What follows belongs to an exercise in optimizing a design on an open flow for small area and a short achievable clock period; a production flow would make more cautious choices. RTL that was checked went through simulation tests only; none was proved equivalent to the original. No functional check of the RTL was part of runs 4 and 5.

==> flow/design.v <==
module qrs(
input clk,
input reset,
input signed [15:0] data_in,
output  signed [15:0] up,
output  signed [15:0] low,
output  signed [15:0] low_out,
output  signed [15:0] high,
output  signed [15:0] high_out,
output  signed [15:0] deri_out,
output  signed [15:0] sqr_out,
output  signed [15:0] avg_out,
output  signed [15:0] data_out
    );
integer t;
reg ph;
reg [4:0] cnt;               
always @(posedge clk, posedge reset)
  if (reset) begin
    ph <= 1'b0;
    cnt <= 5'd0;
  end else begin
    ph <= ~ph;
    if (!ph && !cnt[4]) cnt <= cnt + 5'd1;
  end
reg [15:0] up_r;
always @(posedge clk)
  up_r <= data_in;
assign up = ph ? up_r : 16'd0;
reg [7:0] xq [0:10];
always @(posedge clk) begin
  xq[0] <= ph ? up_r[15:8] : data_in[7:0];
  for (t = 1; t < 11; t = t + 1) xq[t] <= xq[t-1];
end
reg [6:0] lq [0:30];
reg [6:0] laux;
wire [12:0] lnew;
always @(posedge clk, posedge reset)
  if (reset) begin
    lq[0] <= 7'd0;
    lq[1] <= 7'd0;
    lq[2] <= 7'd0;
  end else begin
    lq[0] <= ph ? laux : {1'b0, lnew[12:7]};
    lq[1] <= lq[0];
    lq[2] <= lq[1];
  end
always @(posedge clk) begin
  laux <= lnew[6:0];
  for (t = 3; t < 31; t = t + 1) lq[t] <= lq[t-1];
end
reg signed [13:0] m0, m1;    
reg [15:0] h1, h2, h3;       
wire [15:0] m0x = {{2{m0[13]}}, m0};
wire [15:0] m1x = {{2{m1[13]}}, m1};
wire [15:0] hsum, hdif, h3m;
wire co_hs, co_hd, co_h3;
sk_add #(16) a_hsum(.a(m0x), .b(m1x), .ci(1'b0), .s(hsum), .co(co_hs));    
sk_add #(16) a_hdif(.a(m0x), .b(~m1x), .ci(1'b1), .s(hdif), .co(co_hd));   
wire [15:0] h3s, h3y;
csa3 #(16) c_h3(.a({m0x[14:0], 1'b0}), .b(m0x), .c(~m1x), .s(h3s), .y(h3y));
sk_add #(16) a_h3m(.a(h3s), .b({h3y[14:0], 1'b1}), .ci(1'b0), .s(h3m), .co(co_h3));  
wire v3 = (cnt >= 5'd3);
wire v6 = (cnt >= 5'd6);
wire v16 = cnt[4];
wire [15:0] mx3 = v3 ? {xq[3], xq[4]} : 16'd0;
wire [15:0] mx6 = v6 ? {xq[9], xq[10]} : 16'd0;
wire [12:0] ml16 = v16 ? {lq[30][5:0], lq[29]} : 13'd0;
wire [17:0] cc;
wire co_cc;
sk_add #(18) a_cc(.a({2'b0, mx6}), .b(~{1'b0, mx3, 1'b0}), .ci(1'b1), .s(cc), .co(co_cc));
wire [14:0] md;
wire co_md;
rc_add #(15) a_md(.a({m0[13], m0}), .b(~{{2{ml16[12]}}, ml16}), .ci(1'b1), .s(md), .co(co_md));
wire [20:0] c2a;
wire co_c2;
assign c2a[4:0] = cc[4:0];
rc_add #(16) a_c2(.a({{3{cc[17]}}, cc[17:5]}), .b({md[14], md}), .ci(1'b0), .s(c2a[20:5]), .co(co_c2));
wire [18:0] es, ey, ea;
wire co_ea;
csa3 #(19) c_ea(.a({3'b0, h3m}), .b(~{3'b0, h1}), .c(~{2'b0, h2, 1'b0}), .s(es), .y(ey));
sk_add #(19) a_ea(.a(es), .b({ey[17:0], 1'b1}), .ci(1'b1), .s(ea), .co(co_ea));
wire [22:0] ka;
wire co_ka;
assign ka[4:0] = c2a[4:0];
rc_add #(18) a_ka(.a({2'b0, c2a[20:5]}), .b(ea[18:1]), .ci(1'b0), .s(ka[22:5]), .co(co_ka));
reg [17:0] cc_r;
reg [12:0] ml16_r;
reg [15:0] klo_r;
reg [6:0] khi_r;
reg c2hi_r;                  
reg [15:0] c2lo_r;           
always @(posedge clk) begin
  cc_r <= cc;
  ml16_r <= ml16;
  klo_r <= ka[15:0];
  khi_r <= ka[22:16];
  c2hi_r <= &c2a[20:16];
  c2lo_r <= c2a[15:0];
end
wire [15:0] sl;
wire co_sl;
ks_add #(16) a_sl(.a(data_in), .b(cc_r[15:0]), .ci(1'b0), .s(sl), .co(co_sl));
assign lnew = {cc_r[17] ^ (cc_r[16] & co_sl), cc_r[16] ^ co_sl, sl[15:5]};
wire [13:0] mnew;
wire co_mn;
sk_add #(14) a_mn(.a({lnew[12], lnew}), .b(~{ml16_r[12], ml16_r}), .ci(1'b1), .s(mnew), .co(co_mn));
wire [15:0] sk;
wire co_sk;
ks_add #(16) a_sk(.a(data_in), .b(klo_r), .ci(1'b0), .s(sk), .co(co_sk));
wire [15:0] sc;
wire co_sc;
ks_add #(16) a_sc(.a(data_in), .b(c2lo_r), .ci(1'b0), .s(sc), .co(co_sc));
wire c21 = co_sc & c2hi_r;
wire [6:0] khi1 = khi_r + 7'd1;
wire [6:0] khi = co_sk ? khi1 : khi_r;
wire [15:0] dna = {khi[6:5] - {1'b0, c21}, khi[4:0], sk[15:7]};
wire [18:0] t1s, t1y, t2s, t2y, tb;
wire co_tb;
csa3 #(19) c_t1(.a({2'b0, h3m, 1'b0}), .b({3'b0, hsum}), .c(~{3'b0, h2}), .s(t1s), .y(t1y));
csa3 #(19) c_t2(.a(t1s), .b({t1y[17:0], 1'b1}), .c(~{2'b0, h3, 1'b0}), .s(t2s), .y(t2y));
sk_add #(19) a_tb(.a(t2s), .b({t2y[17:0], 1'b1}), .ci(1'b0), .s(tb), .co(co_tb));
wire [15:0] dnb = tb[18:3];
wire [15:0] dn = ph ? dnb : dna;
wire [15:0] sn;
sq16 u_sq(.d(dn), .q(sn));
always @(posedge clk, posedge reset)
  if (reset) begin
    m0 <= 14'd0;
    m1 <= 14'd0;
  end else if (!ph) begin
    m0 <= mnew;
    m1 <= m0;
  end
wire [12:0] lA  = {lq[0][5:0], laux};
wire [12:0] lA1 = {lq[2][5:0], lq[1]};
wire [12:0] lB  = {lq[1][5:0], lq[0]};
wire [13:0] lod;
wire co_lo;
sk_add #(14) a_lo(.a({lA[12], lA}), .b(~{lA1[12], lA1}), .ci(1'b1), .s(lod), .co(co_lo));
assign low = ph ? {{3{lA[12]}}, lA} : 16'd0;
assign low_out = ph ? {{2{lod[13]}}, lod} : {{2{lB[12]}}, lB, 1'b0};
assign high = ph ? hdif : {m0x[14:0], 1'b0};
wire [15:0] hcur = ph ? hsum : h3m;
assign high_out = hcur;
always @(posedge clk, posedge reset)
  if (reset) begin
    h1 <= 16'd0; h2 <= 16'd0; h3 <= 16'd0;
  end else begin
    h1 <= hcur; h2 <= h1; h3 <= h2;
  end
reg [15:0] deri_r, sqr_r, s1;
reg [16:0] pp;               
wire [16:0] ppn;
wire co_pp;
rc_add #(17) a_pp(.a({1'b0, sqr_r}), .b({1'b0, s1}), .ci(1'b0), .s(ppn), .co(co_pp));
always @(posedge clk, posedge reset)
  if (reset) begin
    deri_r <= 16'd0; sqr_r <= 16'd0; s1 <= 16'd0; pp <= 17'd0;
  end else begin
    deri_r <= dn; sqr_r <= sn; s1 <= sqr_r; pp <= ppn;
  end
assign deri_out = deri_r;
assign sqr_out = sqr_r;
wire [15:0] avg;
avg3 u_avg(.a(sqr_r), .b(pp), .q(avg));
assign avg_out = avg[15:0];
reg [15:0] dout;
always @(posedge clk, posedge reset)
  if (reset) dout <= 16'd0;
  else if (!ph) dout <= avg[15:0];
assign data_out = dout;
endmodule
module ks_add #(parameter N = 16) (input [N-1:0] a, input [N-1:0] b, input ci, output [N-1:0] s, output co);
  localparam L = (N <= 2) ? 1 : (N <= 4) ? 2 : (N <= 8) ? 3 : (N <= 16) ? 4 : (N <= 32) ? 5 : 6;
  wire [N-1:0] g [0:L];
  wire [N-1:0] p [0:L];
  genvar i, l;
  generate
    for (i = 0; i < N; i = i + 1) begin : pg
      if (i == 0) begin : b0
        assign g[0][0] = (a[0] & b[0]) | ((a[0] ^ b[0]) & ci);
      end else begin : bi
        assign g[0][i] = a[i] & b[i];
      end
      assign p[0][i] = a[i] ^ b[i];
    end
    for (l = 0; l < L; l = l + 1) begin : lv
      for (i = 0; i < N; i = i + 1) begin : nd
        if (i >= (1 << l)) begin : m
          assign g[l+1][i] = g[l][i] | (p[l][i] & g[l][i - (1 << l)]);
          assign p[l+1][i] = p[l][i] & p[l][i - (1 << l)];
        end else begin : k
          assign g[l+1][i] = g[l][i];
          assign p[l+1][i] = p[l][i];
        end
      end
    end
    assign s[0] = p[0][0] ^ ci;
    for (i = 1; i < N; i = i + 1) begin : sm
      assign s[i] = p[0][i] ^ g[L][i-1];
    end
  endgenerate
  assign co = g[L][N-1];
endmodule
module sk_add #(parameter N = 16) (input [N-1:0] a, input [N-1:0] b, input ci, output [N-1:0] s, output co);
  localparam L = (N <= 2) ? 1 : (N <= 4) ? 2 : (N <= 8) ? 3 : (N <= 16) ? 4 : (N <= 32) ? 5 : 6;
  wire [N-1:0] g [0:L];
  wire [N-1:0] p [0:L];
  genvar i, l;
  generate
    for (i = 0; i < N; i = i + 1) begin : pg
      if (i == 0) begin : b0
        assign g[0][0] = (a[0] & b[0]) | ((a[0] ^ b[0]) & ci);
      end else begin : bi
        assign g[0][i] = a[i] & b[i];
      end
      assign p[0][i] = a[i] ^ b[i];
    end
    for (l = 0; l < L; l = l + 1) begin : lv
      for (i = 0; i < N; i = i + 1) begin : nd
        if ((i >> l) & 1) begin : m
          assign g[l+1][i] = g[l][i] | (p[l][i] & g[l][((i >> l) << l) - 1]);
          assign p[l+1][i] = p[l][i] & p[l][((i >> l) << l) - 1];
        end else begin : k
          assign g[l+1][i] = g[l][i];
          assign p[l+1][i] = p[l][i];
        end
      end
    end
    assign s[0] = p[0][0] ^ ci;
    for (i = 1; i < N; i = i + 1) begin : sm
      assign s[i] = p[0][i] ^ g[L][i-1];
    end
  endgenerate
  assign co = g[L][N-1];
endmodule
module rc_add #(parameter N = 16) (input [N-1:0] a, input [N-1:0] b, input ci, output [N-1:0] s, output co);
  wire [N:0] c;
  assign c[0] = ci;
  genvar i;
  generate for (i = 0; i < N; i = i + 1) begin : fa
    assign s[i] = a[i] ^ b[i] ^ c[i];
    assign c[i+1] = (a[i] & b[i]) | (a[i] & c[i]) | (b[i] & c[i]);
  end endgenerate
  assign co = c[N];
endmodule
module csa3 #(parameter N = 16) (input [N-1:0] a, input [N-1:0] b, input [N-1:0] c, output [N-1:0] s, output [N-1:0] y);
  assign s = a ^ b ^ c;
  assign y = (a & b) | (a & c) | (b & c);
endmodule
module m3add(input [1:0] x, input [1:0] y, output [1:0] z);
  assign z[0] = (~x[1] & ~x[0] & y[0]) | (x[0] & ~y[1] & ~y[0]) | (x[1] & y[1]);
  assign z[1] = (~x[1] & ~x[0] & y[1]) | (x[0] & y[0]) | (x[1] & ~y[1] & ~y[0]);
endmodule
module avg3(input [15:0] a, input [16:0] b, output [15:0] q);
  wire [17:0] aa = {2'b0, a};
  wire [17:0] bb = {1'b0, b};
  wire [17:0] g [0:5];
  wire [17:0] p [0:5];
  assign g[0] = aa & bb;
  assign p[0] = aa ^ bb;
  genvar i, l;
  generate
    for (l = 0; l < 5; l = l + 1) begin : lv
      for (i = 0; i < 18; i = i + 1) begin : nd
        if (i >= (1 << l)) begin : m
          assign g[l+1][i] = g[l][i] | (p[l][i] & g[l][i - (1 << l)]);
          assign p[l+1][i] = p[l][i] & p[l][i - (1 << l)];
        end else begin : k
          assign g[l+1][i] = g[l][i];
          assign p[l+1][i] = p[l][i];
        end
      end
    end
  endgenerate
  wire [17:0] cy = g[5];                      
  wire [17:0] y = p[0] ^ {cy[16:0], 1'b0};    
  wire [1:0] e [0:8];
  generate for (i = 0; i < 9; i = i + 1) begin : dg
    wire [1:0] ad = aa[2*i +: 2];
    wire [1:0] bd = bb[2*i +: 2];
    m3add u(.x({ad[1] & ~ad[0], ad[0] & ~ad[1]}), .y({bd[1] & ~bd[0], bd[0] & ~bd[1]}), .z(e[i]));
  end endgenerate
  wire [1:0] s [0:4][0:8];
  generate
    for (i = 0; i < 9; i = i + 1) begin : s0
      assign s[0][i] = e[i];
    end
    for (l = 0; l < 4; l = l + 1) begin : sl
      for (i = 0; i < 9; i = i + 1) begin : sn
        if ((((8 - i) >> l) & 1) && (((8 - i) >> l) << l) >= 1) begin : m
          m3add u(.x(s[l][i]), .y(s[l][8 - ((((8 - i) >> l) << l) - 1)]), .z(s[l+1][i]));
        end else begin : k
          assign s[l+1][i] = s[l][i];
        end
      end
    end
  endgenerate
  generate for (i = 0; i < 8; i = i + 1) begin : qd
    wire [1:0] rs = s[4][i+1];
    wire c = cy[2*i+1];
    wire [1:0] r = c ? {rs[0], ~rs[1] & ~rs[0]} : rs;
    wire d1 = y[2*i+1], d0 = y[2*i];
    assign q[2*i+1] = r[1] | (r[0] & d1);
    assign q[2*i]   = (~r[1] & ~r[0] & d1 & d0) | (r[0] & ~d1) | (r[1] & (d1 | d0));
  end endgenerate
endmodule
module sq16(input [15:0] d, output [15:0] q);
  wire sq_1 = d[0] & d[1];
  wire sq_2 = d[0] & d[2];
  wire sq_3 = d[0] & d[3];
  wire sq_4 = d[0] & d[4];
  wire sq_5 = d[0] & d[5];
  wire sq_6 = d[0] & d[6];
  wire sq_7 = d[0] & d[7];
  wire sq_8 = d[0] & d[8];
  wire sq_9 = d[0] & d[9];
  wire sq_10 = d[0] & d[10];
  wire sq_11 = d[0] & d[11];
  wire sq_12 = d[0] & d[12];
  wire sq_13 = d[0] & d[13];
  wire sq_14 = d[0] & d[14];
  wire sq_15 = d[1] & d[2];
  wire sq_16 = d[1] & d[3];
  wire sq_17 = d[1] & d[4];
  wire sq_18 = d[1] & d[5];
  wire sq_19 = d[1] & d[6];
  wire sq_20 = d[1] & d[7];
  wire sq_21 = d[1] & d[8];
  wire sq_22 = d[1] & d[9];
  wire sq_23 = d[1] & d[10];
  wire sq_24 = d[1] & d[11];
  wire sq_25 = d[1] & d[12];
  wire sq_26 = d[1] & d[13];
  wire sq_27 = d[2] & d[3];
  wire sq_28 = d[2] & d[4];
  wire sq_29 = d[2] & d[5];
  wire sq_30 = d[2] & d[6];
  wire sq_31 = d[2] & d[7];
  wire sq_32 = d[2] & d[8];
  wire sq_33 = d[2] & d[9];
  wire sq_34 = d[2] & d[10];
  wire sq_35 = d[2] & d[11];
  wire sq_36 = d[2] & d[12];
  wire sq_37 = d[3] & d[4];
  wire sq_38 = d[3] & d[5];
  wire sq_39 = d[3] & d[6];
  wire sq_40 = d[3] & d[7];
  wire sq_41 = d[3] & d[8];
  wire sq_42 = d[3] & d[9];
  wire sq_43 = d[3] & d[10];
  wire sq_44 = d[3] & d[11];
  wire sq_45 = d[4] & d[5];
  wire sq_46 = d[4] & d[6];
  wire sq_47 = d[4] & d[7];
  wire sq_48 = d[4] & d[8];
  wire sq_49 = d[4] & d[9];
  wire sq_50 = d[4] & d[10];
  wire sq_51 = d[5] & d[6];
  wire sq_52 = d[5] & d[7];
  wire sq_53 = d[5] & d[8];
  wire sq_54 = d[5] & d[9];
  wire sq_55 = d[6] & d[7];
  wire sq_56 = d[6] & d[8];
  wire sq_57 = sq_3 ^ sq_15 ^ d[2];
  wire sq_58 = (sq_3 & sq_15) | (sq_3 & d[2]) | (sq_15 & d[2]);
  wire sq_59 = sq_4 ^ sq_16;
  wire sq_60 = sq_4 & sq_16;
  wire sq_61 = sq_5 ^ sq_17 ^ sq_27;
  wire sq_62 = (sq_5 & sq_17) | (sq_5 & sq_27) | (sq_17 & sq_27);
  wire sq_63 = sq_6 ^ sq_18 ^ sq_28;
  wire sq_64 = (sq_6 & sq_18) | (sq_6 & sq_28) | (sq_18 & sq_28);
  wire sq_65 = sq_7 ^ sq_19 ^ sq_29;
  wire sq_66 = (sq_7 & sq_19) | (sq_7 & sq_29) | (sq_19 & sq_29);
  wire sq_67 = sq_37 ^ d[4];
  wire sq_68 = sq_37 & d[4];
  wire sq_69 = sq_8 ^ sq_20 ^ sq_30;
  wire sq_70 = (sq_8 & sq_20) | (sq_8 & sq_30) | (sq_20 & sq_30);
  wire sq_71 = sq_9 ^ sq_21 ^ sq_31;
  wire sq_72 = (sq_9 & sq_21) | (sq_9 & sq_31) | (sq_21 & sq_31);
  wire sq_73 = sq_39 ^ sq_45 ^ d[5];
  wire sq_74 = (sq_39 & sq_45) | (sq_39 & d[5]) | (sq_45 & d[5]);
  wire sq_75 = sq_10 ^ sq_22 ^ sq_32;
  wire sq_76 = (sq_10 & sq_22) | (sq_10 & sq_32) | (sq_22 & sq_32);
  wire sq_77 = sq_40 ^ sq_46;
  wire sq_78 = sq_40 & sq_46;
  wire sq_79 = sq_11 ^ sq_23 ^ sq_33;
  wire sq_80 = (sq_11 & sq_23) | (sq_11 & sq_33) | (sq_23 & sq_33);
  wire sq_81 = sq_41 ^ sq_47 ^ sq_51;
  wire sq_82 = (sq_41 & sq_47) | (sq_41 & sq_51) | (sq_47 & sq_51);
  wire sq_83 = sq_12 ^ sq_24 ^ sq_34;
  wire sq_84 = (sq_12 & sq_24) | (sq_12 & sq_34) | (sq_24 & sq_34);
  wire sq_85 = sq_42 ^ sq_48 ^ sq_52;
  wire sq_86 = (sq_42 & sq_48) | (sq_42 & sq_52) | (sq_48 & sq_52);
  wire sq_87 = sq_13 ^ sq_25 ^ sq_35;
  wire sq_88 = (sq_13 & sq_25) | (sq_13 & sq_35) | (sq_25 & sq_35);
  wire sq_89 = sq_43 ^ sq_49 ^ sq_53;
  wire sq_90 = (sq_43 & sq_49) | (sq_43 & sq_53) | (sq_49 & sq_53);
  wire sq_91 = sq_55 ^ d[7];
  wire sq_92 = sq_55 & d[7];
  wire sq_93 = sq_14 ^ sq_26 ^ sq_36;
  wire sq_94 = sq_44 ^ sq_50 ^ sq_54;
  wire sq_95 = sq_60 ^ sq_61 ^ d[3];
  wire sq_96 = (sq_60 & sq_61) | (sq_60 & d[3]) | (sq_61 & d[3]);
  wire sq_97 = sq_62 ^ sq_63;
  wire sq_98 = sq_62 & sq_63;
  wire sq_99 = sq_64 ^ sq_65 ^ sq_67;
  wire sq_100 = (sq_64 & sq_65) | (sq_64 & sq_67) | (sq_65 & sq_67);
  wire sq_101 = sq_66 ^ sq_68 ^ sq_69;
  wire sq_102 = (sq_66 & sq_68) | (sq_66 & sq_69) | (sq_68 & sq_69);
  wire sq_103 = sq_70 ^ sq_71 ^ sq_73;
  wire sq_104 = (sq_70 & sq_71) | (sq_70 & sq_73) | (sq_71 & sq_73);
  wire sq_105 = sq_72 ^ sq_74 ^ sq_75;
  wire sq_106 = (sq_72 & sq_74) | (sq_72 & sq_75) | (sq_74 & sq_75);
  wire sq_107 = sq_76 ^ sq_78 ^ sq_79;
  wire sq_108 = (sq_76 & sq_78) | (sq_76 & sq_79) | (sq_78 & sq_79);
  wire sq_109 = sq_81 ^ d[6];
  wire sq_110 = sq_81 & d[6];
  wire sq_111 = sq_80 ^ sq_82 ^ sq_83;
  wire sq_112 = (sq_80 & sq_82) | (sq_80 & sq_83) | (sq_82 & sq_83);
  wire sq_113 = sq_84 ^ sq_86 ^ sq_87;
  wire sq_114 = (sq_84 & sq_86) | (sq_84 & sq_87) | (sq_86 & sq_87);
  wire sq_115 = sq_89 ^ sq_91;
  wire sq_116 = sq_89 & sq_91;
  wire sq_117 = sq_88 ^ sq_90 ^ sq_92;
  wire sq_118 = sq_93 ^ sq_94 ^ sq_56;
  wire sq_119 = sq_100 ^ sq_101 ^ sq_38;
  wire sq_120 = (sq_100 & sq_101) | (sq_100 & sq_38) | (sq_101 & sq_38);
  wire sq_121 = sq_102 ^ sq_103;
  wire sq_122 = sq_102 & sq_103;
  wire sq_123 = sq_104 ^ sq_105 ^ sq_77;
  wire sq_124 = (sq_104 & sq_105) | (sq_104 & sq_77) | (sq_105 & sq_77);
  wire sq_125 = sq_106 ^ sq_107 ^ sq_109;
  wire sq_126 = (sq_106 & sq_107) | (sq_106 & sq_109) | (sq_107 & sq_109);
  wire sq_127 = sq_108 ^ sq_110 ^ sq_111;
  wire sq_128 = (sq_108 & sq_110) | (sq_108 & sq_111) | (sq_110 & sq_111);
  wire sq_129 = sq_112 ^ sq_113 ^ sq_115;
  wire sq_130 = (sq_112 & sq_113) | (sq_112 & sq_115) | (sq_113 & sq_115);
  wire sq_131 = sq_114 ^ sq_116 ^ sq_117;
  wire sq_132 = sq_126 ^ sq_127 ^ sq_85;
  wire sq_133 = (sq_126 & sq_127) | (sq_126 & sq_85) | (sq_127 & sq_85);
  wire sq_134 = sq_128 ^ sq_129;
  wire sq_135 = sq_128 & sq_129;
  wire sq_136 = sq_130 ^ sq_131 ^ sq_118;
  wire [15:0] sq_ra = {sq_135, sq_133, sq_132, sq_124, sq_122, sq_120, sq_119, sq_98, sq_96, sq_95, sq_58, sq_57, sq_2, sq_1, 1'b0, d[0]};
  wire [15:0] sq_rb = {sq_136, sq_134, 1'b0, sq_125, sq_123, sq_121, 1'b0, sq_99, sq_97, 1'b0, sq_59, 1'b0, 1'b0, d[1], 1'b0, 1'b0};
  wire sq_co;
  ks_add #(.N(16)) sq_add(.a(sq_ra), .b(sq_rb), .ci(1'b0), .s(q), .co(sq_co));
endmodule
==> flow/flow/run.sh <==
#!/bin/bash
# Standard layout (the standard.sh), with plain buf_2 cells as the port
# buffers, a clock tree of clkbuf_16 cells in sink clusters of up to 20
# without dummy loads, and timing repair asked to leave 15.4 ns of setup slack.
set -euo pipefail
export BUFFER_PORTS_ARGS="-buffer_cell sky130_fd_sc_hd__buf_2"
export CTS_ARGS="-sink_clustering_enable -repair_clock_nets -dont_use_dummy_load -buf_list sky130_fd_sc_hd__clkbuf_16 -sink_clustering_size 20 -sink_clustering_max_diameter 80"
bash standard.sh SETUP_SLACK_MARGIN=15.4 finish > standard_flow.log 2>&1
==> flow/standard.sh <==
#!/bin/bash
# synth_recipe.tcl (not shown) runs the flow's synth.tcl, then flattens the netlist and writes it again
# the make line also repeats each setting of config.mk as NAME=value (left out here)
make -C /OpenROAD-flow-scripts/flow DESIGN_CONFIG=/design/flow/config.mk WORK_HOME=/design/flow/orfs CLKGATE_MAP_FILE= SYNTH_SCRIPT=/design/flow/synth_recipe.tcl "${@:-finish}"
==> flow/config.mk <==
export PLATFORM = sky130hd
export DESIGN_NAME = qrs
export DESIGN_NICKNAME = qrs
export VERILOG_FILES = /design/flow/design.v
export SDC_FILE = /design/flow/constraint.sdc
export NUM_CORES = 4
export LEC_CHECK = 0
export ABC_AREA = 1
export CAP_MARGIN = 20
export CORE_MARGIN = 2
export CORE_UTILIZATION = 40
export SLEW_MARGIN = 20
==> flow/constraint.sdc <==
create_clock -name core_clock -period 25.0 [get_ports {clk}]
set_input_delay 5.0000 -clock core_clock [delete_from_list [all_inputs] [get_ports {clk}]]
set_output_delay 5.0000 -clock core_clock [all_outputs]
set_load 0.01 [all_outputs]
==> impl_results.md, run 1 <==
* Final ANT Viol Nets at 0
* DRT Pass-1 Iters at 5
* Syn Std Cell Area at 26,700 µm²
* FMAX at 0.108 GHz
* Yosys cell types at 57
* Gr usage total at 17.1%
* Share of the synthesized area in the top cell type at 27.5%
* Die Span Y at 262 µm
* Antenna diode count at 0
* Worst hold path cell count at 0
* First-pass GRT wire length at 93,500 µm
* Routability cong. at 0.882
* Most used cell, CP: inv_1
* Sequential cell area fraction in the yosys report at 44.4%
* HPWL reported at the end of detailed placement at 45,200 µm
* Async S/R FF share, synth at 33.0%
* Ratio of final minimum period to clock period at 37.0%
* # rows at 94
* Slack of the worst reg-to-reg path at 16.09 ns
* CTS Buffer Depth at 3
* TritonCTS buffer count at 39
* Stages on worst setup path at 24
* Status: finished clean
* Final min period at 9.24 ns
* Cells after DPL at 3,865
* Crit. Startpoint: data_in[6]
* Non-Filler Instances at 3,913
* Max Slew Vio Count at 0
* Final Skew at 0.0849 ns
* TNS Setup at 0 ns
* Count leader, synth: nand2_1
* Rel. slew slack at 33.4%
* CP endpoint kind: flop
* Reg2reg end: sqr_r[15]
* Clock latency (worst-skew pair) at 0.60 ns
* Initial core utilization at 40.5%
* RSZ-0062 raised after global routing: false
* IO Count at 162
* Synthesis-stage register bit count at 548
* Clock transition time at the flip-flop clock pins of the worst setup and hold paths at 0.07 ns
* Top FF cell, synth: dfxtp_1
* Critical Path RT at 25.46 ns
* CP Buf/Inv Count at 6
* Core Area at 66,000 µm²
* Post-Syn Nets at 3,267
* Vias in the first global route at 17,700
* Pin count of the biggest net entering global routing at 163
* Avg WL per Cell at 14.8 µm
* Final wirelength at 57,700 µm
* Drt via density at 4.57
* Worst Path Max Fanout at 10
* FF-to-FF Start: m0[0]
* Layout area overhead at 10.8%
* Post-Syn Area per Cell at 9.30 µm²
* CTS Sinks at 548
* Worst Reg-to-Reg Cells at 44
* Die width at 262 µm
* Endpoints failing hold at 0
* CP max stage delay at 0.54 ns
* Syn Inst Count at 2,872
* Overflow after GRT at 0
* Worst-margin pin slew at 0.999 ns
* Final setup viols at 0
* Max cap viols at 0
* Initial antenna violation count at 2
* Port-buffer cells at 160
* EDFF count, synth at 0
* # hold bufs at CTS at 0
* Area contributors post-synth: dfxtp_1 (27%), dfrtp_1 (17%), fa_1 (12%), ha_1 (9.9%), nand2_1 (8.8%)
* Number of remaining DRC errors at 0
* Critical-path cell list: buf_2 -> ha_1 -> a21oi_1 -> o21ai_1 -> inv_1 -> a21boi_0 -> o21ai_1 -> nand2_2 -> clkinv_1 -> nand2_1 -> fa_1 -> inv_1 -> fa_1 -> inv_1 -> fa_1 -> inv_1 -> ha_1 -> a21oi_2 -> o21ai_0 -> nor2_1 -> o21ai_1 -> a21o_1 -> nand3b_1 -> nand2_1
* Crit start category: input port
* Worst Setup Path Type: in2reg
* Slowest cell on the critical path: fa_1
* Crit path to: sqr_r[15]
* Number of H-tree levels at 2
* Die area at 68,900 µm²
* Synth warnings at 9
* Worst hold path class: reg2reg
* Largest area contributor in the netlist: dfxtp_1
* Nets at 3,446
* CTS tree: yes
* Critical path arrival at 9.70 ns
* Ratio of cells with drive above 1 in the final layout at 10.4%
* Top delay family on crit path: adder cells
* Vias at 17,900
* Initial detailed-routing violation count at 843
* Root Driver: clkbuf_16
* Synth top cells by count: nand2_1 (626), inv_1 (524), dfxtp_1 (367)
## how the worst min path moves through the flow
stage	from	endpoint	slack (ns)
after floorplan	lq[9][0]	lq[10][0]	0.31
after global placement	lq[20][4]	lq[21][4]	0.31
after detailed placement	lq[17][4]	lq[18][4]	0.31
after CTS	lq[17][1]	lq[18][1]	0.27
after global routing	lq[17][1]	lq[18][1]	0.27
final	lq[17][1]	lq[18][1]	0.28
## logic make-up after synthesis
| logic type | Yosys count | share of synthesized area, % |
|---|---|---|
| AOI/OAI and AO/OA | 287 | 6.25 |
| xor gates and xnor gates | 99 | 3.24 |
| adders and majority gates | 377 | 22.3 |
| buffers and inverters | 579 | 8.29 |
| DFF | 548 | 44.4 |
| other | 1 | 0.0140 |
| and+or+nand+nor | 981 | 15.4 |
## cell type report
class | instances | area (µm²)
Fill cell | 6343 | 36400
Multi-Input combinational cell | 1745 | 12700
Sequential cell | 548 | 11900
Inverter | 541 | 2050
Tap cell | 864 | 1080
Clock buffer | 39 | 976
Timing Repair Buffer | 176 | 933
## metal layers
layer  wire, µm  vias to the layer above  global-route usage, %
met3       1980                       95                   2.40
met1      27100                     8310                   22.6
li1           -                     9185                      -
met4       2010                        0                   6.38
met2      26700                      293                   28.5
met5          0                        -                      0
## flip-flops by register name, indices dropped and copies added, names as in the netlist, 11 cells and up
signal and flops:
h1 16, h2 16, dout 16, deri_r 16, sqr_r 14, m0 14
cc_r 13, up_r 16, s1 15, lq 216, c2lo_r 16, xq 88
h3 16, m1 14, pp 17, klo_r 11, ml16_r 13
## worst register-to-register path, delay by kind of cell (launching register included)
family / cells / cell delay [ns]
flip-flops: 1 / 0.38
buffers and inverters: 6 / 0.42
AO/OA/AOI/OAI: 7 / 1.17
AND/OR/NAND/NOR: 20 / 1.87
adder cells (fa/ha/maj): 11 / 4.93
## per-stage QoR
step                      worst slack (ns)  hold slack, ns  utilization [%]  cell area [µm²]
final                                15.76           0.276             44.9            29600
after global routing                 15.40           0.275             44.9            29600
after CTS                            15.45           0.274             44.7            29500
after detailed placement             14.73           0.312             43.2            28500
after global placement               14.71           0.310             43.2            28500
after floorplan                      15.77           0.310                -            26700
## cell usage in the layout, fill, tap and decap left out, drive strengths merged, types with 16 or more instances in the layout
cell type  count
nor2         150
clkbuf        39
xnor2         36
a21o          17
dfrtp        181
dfxtp        367
nand2        645
a21oi         83
buf          176
inv          535
nand3        126
fa           166
xor2          63
nor3          16
ha           211
o21ai        132
## timing repair
action / CTS / global route
gates resized for setup: 2 / 25
buffers inserted: 0 / 9
gates cloned: 0 / 0
pin swaps: 0 / 1
endpoints found under the setup margin: 2 / 7
==> run 2: changes to the inputs <==
==> flow/flow/run.sh (replaced) <==
#!/bin/bash
# Standard layout (the standard.sh), with plain buf_2 cells as the port
# buffers, a clock tree of clkbuf_16 cells in sink clusters of up to 20
# without dummy loads, and timing repair asked to leave 15.7 ns of setup slack.
set -euo pipefail
export BUFFER_PORTS_ARGS="-buffer_cell sky130_fd_sc_hd__buf_2"
export CTS_ARGS="-sink_clustering_enable -repair_clock_nets -dont_use_dummy_load -buf_list sky130_fd_sc_hd__clkbuf_16 -sink_clustering_size 20 -sink_clustering_max_diameter 80"
bash standard.sh SETUP_SLACK_MARGIN=15.7 finish > standard_flow.log 2>&1
==> run 2 against run 1 <==
Maximum frequency up 2.2%. Sequential share of layout area fell by 0.32 points. Critical path depth unchanged. First-iteration DRC count is 5.5% lower. Via count hardly changed. Still clean.
==> impl_results.md, run 2 <==
* Status: finished clean (unchanged)
* Top FF cell, synth: dfxtp_1 (unchanged)
* DRT Pass-1 Iters at 5 (unchanged)
* Async S/R FF share, synth at 33.0% (unchanged)
* HPWL reported at the end of detailed placement at 45,200 µm (unchanged)
* # rows at 94 (unchanged)
* Worst Path Max Fanout at 10 (unchanged)
* Antenna diode count at 0 (unchanged)
* Area contributors post-synth: dfxtp_1 (27%), dfrtp_1 (17%), fa_1 (12%), ha_1 (9.9%), nand2_1 (8.8%) (unchanged)
* Largest area contributor in the netlist: dfxtp_1 (unchanged)
* Die width at 262 µm (unchanged)
* RSZ-0062 raised after global routing: true (was false)
* Placed instance area at 28,500 µm² (unchanged)
* Synth warnings at 9 (unchanged)
* Yosys cell types at 57 (unchanged)
* Layout area overhead at 11.7% (was 10.8%)
* Ratio of cells with drive above 1 in the final layout at 12.0% (was 10.4%)
* TNS Setup at 0 ns (unchanged)
* Overflow after GRT at 0 (unchanged)
* Worst Setup Path Type: in2reg (unchanged)
* Synth top cells by count: nand2_1 (626), inv_1 (524), dfxtp_1 (367) (unchanged)
* Initial core utilization at 40.5% (unchanged)
* Max Slew Vio Count at 0 (unchanged)
* Clock latency (worst-skew pair) at 0.59 ns (was 0.60 ns)
* Number of H-tree levels at 2 (unchanged)
* Avg WL per Cell at 14.8 µm (about the same)
* Slack of the worst reg-to-reg path at 16.26 ns (was 16.09 ns)
* CP endpoint kind: flop (unchanged)
* CTS Buffer Depth at 3 (unchanged)
* Die area at 68,900 µm² (unchanged)
* Vias in the first global route at 17,700 (about the same)
* Max cap viols at 0 (unchanged)
* Gr usage total at 17.1% (about the same)
* Worst hold path class: reg2reg (unchanged)
* TritonCTS buffer count at 39 (unchanged)
* Count leader, synth: nand2_1 (unchanged)
* Endpoints failing hold at 0 (unchanged)
* Clock transition time at the flip-flop clock pins of the worst setup and hold paths at 0.07 ns (about the same)
* Critical path arrival at 9.50 ns (was 9.70 ns)
* Cells after DPL at 3,865 (unchanged)
* Largest registers: lq (216), xq (88), pp (17) (unchanged)
* Register name with the most flops: lq (unchanged)
* Most frequent cells in the layout: nand2_1 (607), inv_1 (514), dfxtp_1 (367) (was nand2_1 (621), inv_1 (519), dfxtp_1 (367))
* Critical Path RT at 25.46 ns (about the same)
* Number of remaining DRC errors at 0 (unchanged)
* FMAX at 0.111 GHz (was 0.108 GHz)
* First-pass GRT wire length at 93,500 µm (about the same)
* Crit start category: input port (unchanged)
* Final min period at 9.04 ns (was 9.24 ns)
* Rel. slew slack at 33.4% (about the same)
* # hold bufs at CTS at 0 (unchanged)
* Final Skew at 0.0845 ns (was 0.0849 ns)
* Syn Std Cell Area at 26,700 µm² (unchanged)
* Syn Inst Count at 2,872 (unchanged)
* Root Driver: clkbuf_16 (unchanged)
* Post-Syn Area per Cell at 9.30 µm² (unchanged)
* Vias at 17,900 (about the same)
* Synthesis-stage register bit count at 548 (unchanged)
* Pin count of the biggest net entering global routing at 163 (unchanged)
* Sequential cell area fraction in the yosys report at 44.4% (unchanged)
* Share of the synthesized area in the top cell type at 27.5% (unchanged)
* Ratio of final minimum period to clock period at 36.2% (was 37.0%)
* Initial detailed-routing violation count at 797 (was 843)
* Leading cell type in the layout, fill and taps excluded: nand2_1 (unchanged)
* Routability cong. at 0.882 (unchanged)
* Core Area at 66,000 µm² (unchanged)
* Port-buffer cells at 160 (unchanged)
* Nets at 3,454 (was 3,446)
* IO Count at 162 (unchanged)
* Max FFs per register at 216 (unchanged)
* CTS tree: yes (unchanged)
* CTS Sinks at 548 (unchanged)
* Drt via density at 4.56 (was 4.57)
* Post-Syn Nets at 3,267 (unchanged)
* Filler cells at 6,342 (was 6,343)
* Worst-margin pin slew at 0.999 ns (about the same)
* Final wirelength at 58,000 µm (was 57,700 µm)
* Design area at 29,800 µm² (was 29,600 µm²)
* EDFF count, synth at 0 (unchanged)
* Initial antenna violation count at 2 (unchanged)
* Die Span Y at 262 µm (unchanged)
* Non-Filler Instances at 3,921 (was 3,913)
* Final setup viols at 0 (unchanged)
* Final ANT Viol Nets at 0 (unchanged)
==> run 2: cell counts after synthesis <==
Identical to the previous run, type by type.
==> run 2: final timing paths <==
| path | startpoint | end | depth (start not counted) |
|---|---|---|---|
| worst max register to register | m1[1] | sqr_r[15] | 43 |
| max in group asynchronous | reset | m1[1] | 3 |
| worst max-delay path | data_in[6] | sqr_r[15] | 24 |
| min in group asynchronous | reset | ph | 2 |
| worst min-delay path | lq[17][1] | lq[18][1] | 0 |
| worst min register to register | lq[17][1] | lq[18][1] | 0 |
==> run 2: kinds of logic after synthesis <==
logic type	after synthesis	share of synthesized area [%]
AND/OR/NAND/NOR	981	15.4
buffers and inverters	579	8.29
flip-flops	548	44.4
adder cells (fa/ha/maj)	377	22.3
AO/OA/AOI/OAI	287	6.25
XOR/XNOR	99	3.24
other	1	0.0140
==> run 2: area by class of cell <==
class | instances | area (µm²) | share of cell area (%)
flip-flops and latches | 548 | 11900 | 39.8
well taps | 864 | 1080 | 3.62
clock buffers | 39 | 976 | 3.27
repair buffers | 184 | 993 | 3.33
inverters | 541 | 2060 | 6.89
multi-input cells | 1745 | 12800 | 43.1
==> run 2: per-layer routing <==
| layer | part of all wire (%) | global-route usage (%) |
|---|---|---|
| met1 | 46 | 22.6 |
| met3 | 3.6 | 2.40 |
| met5 | 0 | 0 |
| met4 | 3.3 | 6.21 |
| met2 | 47 | 28.7 |
==> run 2: through the flow <==
stage / utilization, % / worst slack, ns / hold WS [ns]
floorplan: - / 15.77 / 0.310
global placement: 43.2 / 14.71 / 0.310
detailed placement: 43.2 / 14.73 / 0.312
CTS: 44.7 / 15.65 / 0.274
global route: 45.2 / 15.65 / 0.275
finish: 45.2 / 15.96 / 0.276
==> run 2: repair_timing <==
item                       4_1_cts  5_1_grt
buffers inserted                 2       15
pin swaps                        0       11
setup endpoints to repair       11       13
gates resized for setup         13       63
==> run 2: critical path, stage by stage <==
cell and delay, ns:
buf_2 0.15, ha_1 0.34, a21oi_1 0.22, o21ai_1 0.13
inv_1 0.08, a21boi_0 0.10, o21ai_2 0.25, nand2_4 0.15
clkinvlp_4 0.19, nand2_1 0.10, fa_1 0.53, inv_1 0.05
fa_1 0.47, inv_1 0.05, fa_1 0.49, inv_1 0.04
ha_2 0.30, a21oi_2 0.16, o21ai_0 0.09, nor2_1 0.15
o21ai_2 0.08, a21o_1 0.17, nand3b_1 0.15, nand2_1 0.06
==> run 3: changes to the inputs <==
==> flow/flow/run.sh (replaced) <==
#!/bin/bash
# Standard layout (the standard.sh), with plain buf_2 cells as the port
# buffers, a clock tree of clkbuf_16 cells in sink clusters of up to 25
# without dummy loads, and timing repair asked to leave 15.7 ns of setup slack.
set -euo pipefail
export BUFFER_PORTS_ARGS="-buffer_cell sky130_fd_sc_hd__buf_2"
export CTS_ARGS="-sink_clustering_enable -repair_clock_nets -dont_use_dummy_load -buf_list sky130_fd_sc_hd__clkbuf_16 -sink_clustering_size 25 -sink_clustering_max_diameter 90"
bash standard.sh SETUP_SLACK_MARGIN=15.7 finish > standard_flow.log 2>&1
==> run 3 against run 2 <==
Sequential share of layout area up 0.24 points. Critical path depth up 2. Die area unchanged. Synthesized area unchanged.
==> impl_results.md, run 3 <==
* CP endpoint kind: flop (unchanged)
* Root Driver: clkbuf_16 (unchanged)
* Ratio of final minimum period to clock period at 36.1% (was 36.2%)
* Met1 usage at 22.5% (was 22.6%)
* Avg WL per Cell at 14.8 µm (about the same)
* Max FFs per register at 216 (unchanged)
* Final Skew at 0.0697 ns (was 0.0845 ns)
* Post-Syn Nets at 3,267 (unchanged)
* Yosys cell types at 57 (unchanged)
* Pin count of the biggest net entering global routing at 163 (unchanged)
* Synthesis-stage register bit count at 548 (unchanged)
* Worst hold path class: reg2reg (unchanged)
* CTS tree: yes (unchanged)
* Initial antenna violation count at 2 (unchanged)
* CP max stage delay at 0.49 ns (was 0.53 ns)
* Cells after DPL at 3,865 (unchanged)
* # rows at 94 (unchanged)
* Count leader, synth: nand2_1 (unchanged)
* TNS Setup at 0 ns (unchanged)
* Layout area overhead at 11.0% (was 11.7%)
* # hold bufs at CTS at 0 (unchanged)
* Area contributors post-synth: dfxtp_1 (27%), dfrtp_1 (17%), fa_1 (12%), ha_1 (9.9%), nand2_1 (8.8%) (unchanged)
* Critical path arrival at 9.51 ns (was 9.50 ns)
* Worst Setup Path Type: in2reg (unchanged)
* Port-buffer cells at 160 (unchanged)
* HPWL reported at the end of detailed placement at 45,200 µm (unchanged)
* Top delay family on crit path: adder cells (unchanged)
* CTS Buffer Depth at 3 (unchanged)
* FMAX at 0.111 GHz (about the same)
* Synth top cells by count: nand2_1 (626), inv_1 (524), dfxtp_1 (367) (unchanged)
* CTS Sinks at 548 (unchanged)
* Syn Std Cell Area at 26,700 µm² (unchanged)
* Hold WS at 0.294 ns (was 0.276 ns)
* Final min period at 9.03 ns (was 9.04 ns)
* Non-Filler Instances at 3,910 (was 3,921)
* Slack of the worst reg-to-reg path at 16.27 ns (was 16.26 ns)
* Syn Inst Count at 2,872 (unchanged)
* Ratio of cells with drive above 1 in the final layout at 11.5% (was 12.0%)
* GRT met3 Usage at 2.23% (was 2.40%)
* Drt via density at 4.56 (about the same)
* RSZ-0062 raised after global routing: true (unchanged)
* Overflow after GRT at 0 (unchanged)
* Die Span Y at 262 µm (unchanged)
* Final wirelength at 57,900 µm (was 58,000 µm)
* Initial detailed-routing violation count at 778 (was 797)
* Max cap viols at 0 (unchanged)
* Routability cong. at 0.882 (unchanged)
* Synth warnings at 9 (unchanged)
* Design area at 29,700 µm² (was 29,800 µm²)
* Routing usage on met2 at 28.7% (about the same)
* Die area at 68,900 µm² (unchanged)
* Async S/R FF share, synth at 33.0% (unchanged)
* IO Count at 162 (unchanged)
* Crit path to: sqr_r[15] (unchanged)
* Sequential cell area fraction in the yosys report at 44.4% (unchanged)
* Crit. Startpoint: data_in[6] (unchanged)
* Core Area at 66,000 µm² (unchanged)
* TritonCTS buffer count at 34 (was 39)
* Layout Utilization at 44.9% (was 45.2%)
* Number of H-tree levels at 2 (unchanged)
* Busiest layer in global routing: met2 (unchanged)
* Stages on worst setup path at 26 (was 24)
* Antenna diode count at 0 (unchanged)
* Most used cell, CP: nand2_1 (was inv_1)
* Final setup viols at 0 (unchanged)
* Leading cell type in the layout, fill and taps excluded: nand2_1 (unchanged)
* Status: finished clean (unchanged)
* Crit start category: input port (unchanged)
* Max Slew Vio Count at 0 (unchanged)
* FF-to-FF Start: m1[1] (unchanged)
* Initial core utilization at 40.5% (unchanged)
* Placed instance area at 28,500 µm² (unchanged)
* Nets at 3,443 (was 3,454)
* Clock latency (worst-skew pair) at 0.57 ns (was 0.59 ns)
* Clock transition time at the flip-flop clock pins of the worst setup and hold paths at 0.09 ns (was 0.07 ns)
* CP Buf/Inv Count at 7 (was 6)
* EDFF count, synth at 0 (unchanged)
* Reg2reg end: sqr_r[15] (unchanged)
* Final ANT Viol Nets at 0 (unchanged)
* Post-Syn Area per Cell at 9.30 µm² (unchanged)
* Slowest cell on the critical path: fa_1 (unchanged)
* Worst Reg-to-Reg Cells at 43 (unchanged)
* Rel. slew slack at 32.2% (was 33.4%)
* Gr usage total at 17.0% (was 17.1%)
* Largest area contributor in the netlist: dfxtp_1 (unchanged)
* Largest registers: lq (216), xq (88), pp (17) (unchanged)
* Vias at 17,800 (was 17,900)
* Most frequent cells in the layout: nand2_1 (607), inv_1 (515), dfxtp_1 (367) (was nand2_1 (607), inv_1 (514), dfxtp_1 (367))
* First-pass GRT wire length at 93,200 µm (was 93,500 µm)
* Share of the synthesized area in the top cell type at 27.5% (unchanged)
* Top FF cell, synth: dfxtp_1 (unchanged)
* Critical Path RT at 25.48 ns (was 25.46 ns)
* Register name with the most flops: lq (unchanged)
* DRT Pass-1 Iters at 5 (unchanged)
* Vias in the first global route at 17,600 (was 17,700)
* Endpoints failing hold at 0 (unchanged)
* Worst Path Max Fanout at 9 (was 10)
* Die width at 262 µm (unchanged)
* Worst-margin pin slew at 1.02 ns (was 0.999 ns)
* Number of remaining DRC errors at 0 (unchanged)
==> run 3: cell families (layout without fill, tap and decap cells) <==
logic type	after synthesis	in the layout	share of synthesized area [%]
and+or+nand+nor	981	981	15.4
DFF	548	548	44.4
xor gates and xnor gates	99	99	3.24
buffers and inverters	579	753	8.29
other	1	1	0.0140
adders and majority gates	377	377	22.3
AOI/OAI and AO/OA	287	287	6.25
==> run 3: area by class of cell <==
| type | count | area, µm² |
|---|---|---|
| inverter | 541 | 2050 |
| sequential | 548 | 11900 |
| clock buffer | 34 | 851 |
| fill | 6371 | 36300 |
| tap | 864 | 1080 |
| multi-input combinational | 1745 | 12800 |
| timing repair buffer | 178 | 948 |
==> run 3: stage by stage <==
step | setup WS [ns]
after floorplan | 15.77
after global placement | 14.71
after detailed placement | 14.73
after CTS | 15.71
after global routing | 15.64
final | 15.97
==> run 3: worst min path at each step <==
stage,from,end,cells after the start
after floorplan,lq[9][0],lq[10][0],0
after global placement,lq[20][4],lq[21][4],0
after detailed placement,lq[17][4],lq[18][4],0
after CTS,xq[5][3],xq[6][3],0
after global routing,xq[5][3],xq[6][3],0
final,xq[5][3],xq[6][3],0
==> run 3: per-layer routing <==
metal / wire length, µm / part of all wire (%)
met1: 27300 / 47
met2: 26900 / 47
met5: 0 / 0
met3: 1710 / 3.0
met4: 1900 / 3.3
==> run 3: what timing repair did <==
action	4_1_cts	5_1_grt
endpoints found under the setup margin	9	10
pin swaps	0	5
cloned	0	0
resized for setup	16	54
buffers inserted	1	10
==> run 4: changes to the inputs <==
--- a/flow/design.v
+++ b/flow/design.v
@@ -37,16 +37,9 @@
 wire [12:0] lnew;
 always @(posedge clk, posedge reset)
-  if (reset) begin
-    lq[0] <= 7'd0;
-    lq[1] <= 7'd0;
-    lq[2] <= 7'd0;
-  end else begin
-    lq[0] <= ph ? laux : {1'b0, lnew[12:7]};
-    lq[1] <= lq[0];
-    lq[2] <= lq[1];
-  end
+  if (reset) lq[0] <= 7'd0;
+  else lq[0] <= ph ? laux : {1'b0, lnew[12:7]};
 always @(posedge clk) begin
   laux <= lnew[6:0];
-  for (t = 3; t < 31; t = t + 1) lq[t] <= lq[t-1];
+  for (t = 1; t < 31; t = t + 1) lq[t] <= lq[t-1];
 end
 reg signed [13:0] m0, m1;    
@@ -157,8 +150,9 @@
 always @(posedge clk, posedge reset)
   if (reset) begin
-    deri_r <= 16'd0; sqr_r <= 16'd0; s1 <= 16'd0; pp <= 17'd0;
+    deri_r <= 16'd0; sqr_r <= 16'd0; pp <= 17'd0;
   end else begin
-    deri_r <= dn; sqr_r <= sn; s1 <= sqr_r; pp <= ppn;
+    deri_r <= dn; sqr_r <= sn; pp <= ppn;
   end
+always @(posedge clk) s1 <= sqr_r;
 assign deri_out = deri_r;
 assign sqr_out = sqr_r;
@@ -167,7 +161,6 @@
 assign avg_out = avg[15:0];
 reg [15:0] dout;
-always @(posedge clk, posedge reset)
-  if (reset) dout <= 16'd0;
-  else if (!ph) dout <= avg[15:0];
+always @(posedge clk)
+  if (!ph) dout <= avg[15:0];      
 assign data_out = dout;
 endmodule
==> run 4 against run 3 <==
Critical path depth fell by 11. Synthesized area fell by 0.30%. Via count fell by 1.2%. Hold slack improved by 0.011 ns. Wire length fell by 3.1%. Core utilization fell by 0.11 points. Synthesized cell count fell by 1.0%. Die area fell by 0.29%. Register-to-register slack improved by 0.03 ns. Global-route usage fell by 0.068 points. Sequential share of layout area barely moved.
==> impl_results.md, run 4 <==
* CTS tree: yes (unchanged)
* Cells after DPL at 3,834 (was 3,865)
* Placed instance area at 28,400 µm² (was 28,500 µm²)
* TritonCTS buffer count at 35 (was 34)
* Core Area at 65,900 µm² (was 66,000 µm²)
* Synth top cells by count: nand2_1 (568), inv_1 (522), dfxtp_1 (396) (was nand2_1 (626), inv_1 (524), dfxtp_1 (367))
* Area contributors post-synth: dfxtp_1 (30%), dfrtp_1 (13%), fa_1 (12%), ha_1 (9.9%), nand2_1 (8.0%) (was dfxtp_1 (27%), dfrtp_1 (17%), fa_1 (12%), ha_1 (9.9%), nand2_1 (8.8%))
* Synthesis-stage register bit count at 548 (unchanged)
* First-pass GRT wire length at 91,800 µm (was 93,200 µm)
* Sequential cell area fraction in the yosys report at 44.3% (was 44.4%)
* Port-buffer cells at 160 (unchanged)
* Largest area contributor in the netlist: dfxtp_1 (unchanged)
* Synth Area in Adders at 22.4% (was 22.3%)
* Number of H-tree levels at 2 (unchanged)
* Gr usage total at 17.0% (about the same)
* Max cap viols at 0 (unchanged)
* DRT Pass-1 Iters at 7 (was 5)
* Slowest cell on the critical path: fa_1 (unchanged)
* Syn Std Cell Area at 26,600 µm² (was 26,700 µm²)
* Antenna diode count at 0 (unchanged)
* Final WS setup at 15.96 ns (was 15.97 ns)
* CP max stage delay at 0.51 ns (was 0.49 ns)
* # rows at 94 (unchanged)
* Count leader, synth: nand2_1 (unchanged)
* Layout Utilization at 44.8% (was 44.9%)
* Compound-gate portion of the synthesized area at 6.29% (was 6.25%)
* Die area at 68,700 µm² (was 68,900 µm²)
* XOR/XNOR Fraction of Synth Area at 3.25% (was 3.24%)
* Critical-path cell list: inv_1 -> fa_1 -> inv_1 -> fa_1 -> inv_1 -> nor2_1 -> a211oi_2 -> o21ai_1 -> a21o_1 -> nand2_1 -> nand2_1 -> inv_1 -> fa_1 -> o21ai_1 -> buf_2
* Post-Syn Area per Cell at 9.37 µm² (was 9.30 µm²)
* Register name with the most flops: lq (unchanged)
* Final ANT Viol Nets at 0 (unchanged)
* Synth warnings at 9 (unchanged)
* Initial detailed-routing violation count at 887 (was 778)
* CTS Buffer Depth at 3 (unchanged)
* Die Span Y at 262 µm (about the same)
* Top delay family on crit path: adder cells (unchanged)
* Layout area overhead at 10.8% (was 11.0%)
* Worst Path Max Fanout at 5 (was 9)
* Crit start category: flop (was input port)
* Vias in the first global route at 17,500 (was 17,600)
* Final setup viols at 0 (unchanged)
* Ratio of final minimum period to clock period at 36.2% (was 36.1%)
* Critical Path RT at 20.00 ns (was 25.48 ns)
* Share of the synthesized area in the top cell type at 29.8% (was 27.5%)
* Ratio of cells with drive above 1 in the final layout at 11.7% (was 11.5%)
* Syn Inst Count at 2,842 (was 2,872)
* Clock latency (worst-skew pair) at 0.59 ns (was 0.57 ns)
* Initial antenna violation count at 0 (was 2)
* Die width at 262 µm (about the same)
* Nets at 3,413 (was 3,443)
* RSZ-0062 raised after global routing: false (was true)
* Simple-Gate Fraction of Synth Area at 15.3% (was 15.4%)
* Critical path arrival at 4.04 ns (was 9.51 ns)
* Clock transition time at the flip-flop clock pins of the worst setup and hold paths at 0.09 ns (about the same)
* CP Buf/Inv Count at 5 (was 7)
* Initial core utilization at 40.5% (about the same)
* Worst hold path class: reg2reg (unchanged)
* Slack of the worst reg-to-reg path at 16.30 ns (was 16.27 ns)
* Non-Filler Instances at 3,880 (was 3,910)
* IO Count at 162 (unchanged)
* Drt via density at 4.54 (was 4.56)
* Final min period at 9.04 ns (was 9.03 ns)
* Worst-margin pin slew at 0.985 ns (was 1.02 ns)
* Max Slew Vio Count at 0 (unchanged)
* Endpoints failing hold at 0 (unchanged)
* CTS Sinks at 548 (unchanged)
* Number of remaining DRC errors at 0 (unchanged)
* Design area at 29,500 µm² (was 29,700 µm²)
* Avg WL per Cell at 14.4 µm (was 14.8 µm)
* Worst Setup Path Type: reg2out (was in2reg)
* Largest family of logic cells by synthesized area: adder cells (unchanged)
* Leading cell type in the layout, fill and taps excluded: nand2_1 (unchanged)
* Root Driver: clkbuf_16 (unchanged)
* FMAX at 0.111 GHz (about the same)
* TNS Setup at 0 ns (unchanged)
* Overflow after GRT at 0 (unchanged)
* Post-Syn Nets at 3,237 (was 3,267)
* EDFF count, synth at 16 (was 0)
* Largest registers: lq (216), xq (88), pp (17) (unchanged)
* Most used cell, CP: inv_1 (was nand2_1)
* Final wirelength at 56,000 µm (was 57,900 µm)
* CP endpoint kind: output pin (was flop)
* Setup slack at placement at 15.20 ns (was 14.73 ns)
* Pin count of the biggest net entering global routing at 79 (was 163)
* Routability cong. at 0.834 (was 0.882)
* Most frequent cells in the layout: nand2_1 (560), inv_1 (515), dfxtp_1 (396) (was nand2_1 (607), inv_1 (515), dfxtp_1 (367))
* Rel. slew slack at 34.4% (was 32.2%)
* Status: finished clean (unchanged)
* Async S/R FF share, synth at 24.8% (was 33.0%)
* Hold WS at 0.305 ns (was 0.294 ns)
* Top FF cell, synth: dfxtp_1 (unchanged)
* Vias at 17,600 (was 17,800)
* Yosys cell types at 66 (was 57)
* Max FFs per register at 216 (unchanged)
* HPWL reported at the end of detailed placement at 43,700 µm (was 45,200 µm)
* Final Skew at 0.0852 ns (was 0.0697 ns)
* Mux cell area share after synthesis at 0% (unchanged)
-- run 4: cell types whose count changed after synthesis, sizes merged, moves of 7 or more --
cell | before | now
nand2 | 645 | 596
dfrtp | 181 | 136
nand3 | 126 | 155
inv | 537 | 548
a21oi | 83 | 90
edfxtp | 0 | 16
nor2 | 150 | 139
dfxtp | 367 | 396
-- run 4: logic make-up after synthesis --
family	count (synthesis)
AO/OA/AOI/OAI	286
buffers and inverters	585
other	1
adder cells (fa/ha/maj)	377
flip-flops	548
XOR/XNOR	99
AND/OR/NAND/NOR	946
-- run 4: timing repair --
action / in CTS / in global routing
pin swaps: 0 / 5
setup buffers: 0 / 11
hold buffers: 0 / 0
setup endpoints to repair: 6 / 15
resized for setup: 5 / 48
-- run 4: per-layer routing --
| layer | GRT usage (%) | wire length [µm] | vias up |
|---|---|---|---|
| met5 | 0 | 0 | - |
| met4 | 4.96 | 1420 | 0 |
| met3 | 2.93 | 2460 | 75 |
| met2 | 27.9 | 25500 | 262 |
| met1 | 22.9 | 26600 | 8171 |
| li1 | - | - | 9125 |
-- run 4: final timing paths --
path                               start          end  cells after the start
worst min register to register  xq[6][7]     xq[7][7]                      0
worst min-delay path            xq[6][7]     xq[7][7]                      0
max in group asynchronous          reset        m0[1]                      3
worst max-delay path               m0[0]  high_out[8]                     15
worst max register to register    cnt[4]     khi_r[6]                     36
min in group asynchronous          reset       cnt[1]                      2
-- run 4: final cells by class --
class,count,area [µm²]
timing repair buffer,175,916
clock buffer,35,876
multi-input combinational,1709,12700
tap,864,1080
fill,6405,36300
inverter,549,2090
sequential,548,11800
==> run 5: changes to the inputs <==
--- a/flow/design.v
+++ b/flow/design.v
@@ -139,8 +139,9 @@
 always @(posedge clk, posedge reset)
   if (reset) begin
-    h1 <= 16'd0; h2 <= 16'd0; h3 <= 16'd0;
+    h1 <= 16'd0; h2 <= 16'd0;
   end else begin
-    h1 <= hcur; h2 <= h1; h3 <= h2;
+    h1 <= hcur; h2 <= h1;
   end
+always @(posedge clk) h3 <= h2;
 reg [15:0] deri_r, sqr_r, s1;
 reg [16:0] pp;               
==> run 5 against run 4 <==
Still clean on timing, DRC and antenna. Hold slack worse by 0.013 ns. Worst setup slack worse by 0.013 ns. First-iteration DRC count is 16% lower. Critical path type is now in2reg. Largest cell class unchanged. Highest routed layer unchanged.
==> impl_results.md, run 5 <==
* Status: finished clean (unchanged)
* Rel. slew slack at 35.5% (was 34.4%)
* Vias in the first global route at 17,600 (was 17,500)
* Largest area contributor in the netlist: dfxtp_1 (unchanged)
* Ratio of final minimum period to clock period at 36.2% (about the same)
* Core Area at 65,700 µm² (was 65,900 µm²)
* Max cap viols at 0 (unchanged)
* Root Driver: clkbuf_16 (unchanged)
* XOR/XNOR Fraction of Synth Area at 3.26% (was 3.25%)
* Routing usage on met2 at 28.9% (was 27.9%)
* # rows at 94 (unchanged)
* Routability cong. at 0.872 (was 0.834)
* Async S/R FF share, synth at 21.9% (was 24.8%)
* Yosys cell types at 66 (unchanged)
* Ratio of cells with drive above 1 in the final layout at 11.5% (was 11.7%)
* Slack of the worst reg-to-reg path at 16.16 ns (was 16.30 ns)
* Drt via density at 4.53 (was 4.54)
* Final ANT Viol Nets at 0 (unchanged)
* Simple-Gate Fraction of Synth Area at 15.3% (about the same)
* Post-Syn Nets at 3,237 (unchanged)
* Max FFs per register at 216 (unchanged)
* Final Skew at 0.0954 ns (was 0.0852 ns)
* Synth top cells by count: nand2_1 (568), inv_1 (522), dfxtp_1 (412) (was nand2_1 (568), inv_1 (522), dfxtp_1 (396))
* Share of the synthesized area in the top cell type at 31.1% (was 29.8%)
* Top FF cell, synth: dfxtp_1 (unchanged)
* Design area at 29,400 µm² (was 29,500 µm²)
* Initial detailed-routing violation count at 741 (was 887)
* FMAX at 0.110 GHz (was 0.111 GHz)
* First-pass GRT wire length at 91,600 µm (was 91,800 µm)
* CP max stage delay at 0.54 ns (was 0.51 ns)
* Placed instance area at 28,300 µm² (was 28,400 µm²)
* Post-Syn Area per Cell at 9.35 µm² (was 9.37 µm²)
* Endpoints failing hold at 0 (unchanged)
* TritonCTS buffer count at 35 (unchanged)
* Critical Path RT at 25.42 ns (was 20.00 ns)
* CTS tree: yes (unchanged)
* Syn Std Cell Area at 26,600 µm² (about the same)
* Initial core utilization at 40.4% (was 40.5%)
* Busiest layer in global routing: met2 (unchanged)
* Layout area overhead at 10.8% (about the same)
* EDFF count, synth at 16 (unchanged)
* Count leader, synth: nand2_1 (unchanged)
* Register name with the most flops: lq (unchanged)
* Slowest cell on the critical path: fa_1 (unchanged)
* # hold bufs at CTS at 0 (unchanged)
* Critical-path cell list: buf_2 -> ha_1 -> a21oi_1 -> o21ai_2 -> a21oi_4 -> nand2_4 -> nand2_1 -> nand3_2 -> nand2_2 -> nand2_1 -> fa_1 -> inv_1 -> fa_1 -> inv_1 -> fa_1 -> inv_1 -> ha_1 -> a21oi_2 -> o2111ai_1 -> a21oi_1 -> inv_1 -> nand3_1 -> nand2_1 (was inv_1 -> fa_1 -> inv_1 -> fa_1 -> inv_1 -> nor2_1 -> a211oi_2 -> o21ai_1 -> a21o_1 -> nand2_1 -> nand2_1 -> inv_1 -> fa_1 -> o21ai_1 -> buf_2)
* Max Slew Vio Count at 0 (unchanged)
* Final min period at 9.06 ns (was 9.04 ns)
* Worst-margin pin slew at 0.967 ns (was 0.985 ns)
* Final wirelength at 56,000 µm (about the same)
* Avg WL per Cell at 14.4 µm (about the same)
* Syn Inst Count at 2,842 (unchanged)
* Overflow after GRT at 0 (unchanged)
* Filler cells at 6,320 (was 6,405)
* Gr usage total at 16.9% (was 17.0%)
* DRT Pass-1 Iters at 5 (was 7)
* Area contributors post-synth: dfxtp_1 (31%), fa_1 (13%), dfrtp_1 (11%), ha_1 (9.9%), nand2_1 (8.0%) (was dfxtp_1 (30%), dfrtp_1 (13%), fa_1 (12%), ha_1 (9.9%), nand2_1 (8.0%))
* Mux cell area share after synthesis at 0% (unchanged)
* Worst Path Max Fanout at 7 (was 5)
* Initial antenna violation count at 1 (was 0)
* Crit start category: input port (was flop)
* HPWL reported at the end of detailed placement at 44,000 µm (was 43,700 µm)
* Die Span Y at 262 µm (about the same)
* CP endpoint kind: flop (was output pin)
* Pin count of the biggest net entering global routing at 87 (was 79)
* Number of remaining DRC errors at 0 (unchanged)
* CTS Buffer Depth at 3 (unchanged)
* Number of H-tree levels at 2 (unchanged)
* Final setup viols at 0 (unchanged)
* CTS Sinks at 548 (unchanged)
* Most used cell, CP: inv_1 (unchanged)
* Vias at 17,600 (about the same)
* Die width at 262 µm (about the same)
* Synth Area in Adders at 22.5% (was 22.4%)
* Synth warnings at 9 (unchanged)
* Clock transition time at the flip-flop clock pins of the worst setup and hold paths at 0.09 ns (about the same)
* Largest registers: lq (216), xq (88), pp (17) (unchanged)
* Met1 usage at 22.1% (was 22.9%)
* Sequential cell area fraction in the yosys report at 44.2% (was 44.3%)
* GRT met3 Usage at 2.91% (was 2.93%)
* TNS Setup at 0 ns (unchanged)
* Antenna diode count at 0 (unchanged)
* Largest family of logic cells by synthesized area: adder cells (unchanged)
* Synthesis-stage register bit count at 548 (unchanged)
* Worst Setup Path Type: in2reg (was reg2out)
* Most frequent cells in the layout: nand2_1 (562), inv_1 (516), dfxtp_1 (412) (was nand2_1 (560), inv_1 (515), dfxtp_1 (396))
* RSZ-0062 raised after global routing: true (was false)
* Leading cell type in the layout, fill and taps excluded: nand2_1 (unchanged)
* Port-buffer cells at 160 (unchanged)
* IO Count at 162 (unchanged)
* Nets at 3,419 (was 3,413)
* Worst hold path class: reg2reg (unchanged)
* Critical path arrival at 9.48 ns (was 4.04 ns)
* Clock latency (worst-skew pair) at 0.60 ns (was 0.59 ns)
* Compound-gate portion of the synthesized area at 6.31% (was 6.29%)
* Die area at 68,500 µm² (was 68,700 µm²)
==> run 5: changes by cell type in the layout (fill, tap and decap cells not counted), sizes merged <==
cell / change
inv: -1
dfxtp: +16
buf: +7
clkbuf: -1
dfrtp: -16
clkinvlp: +1
==> run 5: final cells by class <==
cell class	instances	area [µm²]	share of cell area, %
Clock buffer	35	876	2.98
Inverter	549	2090	7.10
Multi-Input combinational cell	1709	12700	43.1
Sequential cell	548	11700	39.9
Tap cell	864	1080	3.67
Timing Repair Buffer	181	961	3.27
==> run 5: path summary, 6_finish.rpt <==
check	endpoint	from	cells past startpoint
max	sqr_r[15]	data_in[9]	23
min	xq[8][6]	xq[7][6]	0
max reg2reg	sqr_r[15]	m0[1]	39
min reg2reg	xq[8][6]	xq[7][6]	0
max in group asynchronous	h2[15]	reset	3
min in group asynchronous	deri_r[8]	reset	2
==> run 5: logic make-up (layout without fill, tap and decap cells) <==
group | Yosys count | in the layout
XOR/XNOR | 99 | 99
flip-flops | 548 | 548
adder cells (fa/ha/maj) | 377 | 377
buffers and inverters | 585 | 765
AO/OA/AOI/OAI | 286 | 286
other | 1 | 1
AND/OR/NAND/NOR | 946 | 946
==> run 5: per-stage QoR <==
stage	worst slack, ns	hold WS (ns)	utilization (%)	cells
3_3_place_gp	15.28	0.310	43.1	3835
4_1_cts	15.72	0.294	44.4	3870
6_report	15.94	0.292	44.7	3886
5_1_grt	15.60	0.294	44.7	3886
3_5_place_dp	15.24	0.312	43.1	3835
2_1_floorplan	15.97	0.310	-	2842
==> run 5: layer usage <==
layer	vias up	routed length (µm)	part of all wire, %
li1	9136	-	-
met1	8172	26100	47
met2	229	26300	47
met3	66	2350	4.2
met4	0	1260	2.2
met5	-	0	0
==> run 5: worst max-delay path: cells and delay by family <==
kind                     cells  cell delay, ns
adder cells (fa/ha/maj)      5            2.20
buffers and inverters        5            0.34
AND/OR/NAND/NOR              7            0.67
AO/OA/AOI/OAI                6            1.26
==> run 5: timing repair <==
item                                    CTS  global route
gates resized for setup                   5            30
buffers inserted                          0            16
pin swaps                                 0             4
hold endpoints to repair                  0             0
endpoints found under the setup margin    5            14

==> re-timing with driven ports <==
In the flow no input, the clock included, has a driving cell. The finished layouts below were timed again as built, in two steps.
Step 1: set_driving_cell puts a clkbuf_16 on clk and a buf_2 on each other input, an assumption about the parent block.
Step 2 adds t to the input delays and takes it off the output delays; t is the mean of the earliest and latest rising clock arrival at the registers after step 1. Input paths then give back, and output paths get back, about the clock's delay inside the block.
a / b / c = ideal ports / drivers / drivers and shift; a / b = the first two.
| run | t, ns | slack for setup (ns) | slew at the worst register clock pin (ns) |
|---|---|---|---|
| run 1 | 0.615 | 15.757 / 15.799 / 15.184 | 0.09 / 0.09 |
| run 2 | 0.613 | 15.960 / 15.951 / 15.357 | 0.09 / 0.09 |
| run 3 | 0.600 | 15.970 / 15.955 / 15.411 | 0.10 / 0.10 |
| run 4 | 0.609 | 15.956 / 15.896 / 15.404 | 0.10 / 0.10 |
| run 5 | 0.610 | 15.943 / 15.914 / 15.378 | 0.10 / 0.10 |
After both steps every run listed still meets setup and hold. The setup slack of run 2, which loses most, moves by -0.009 ns with the drivers and by -0.603 ns with both steps.
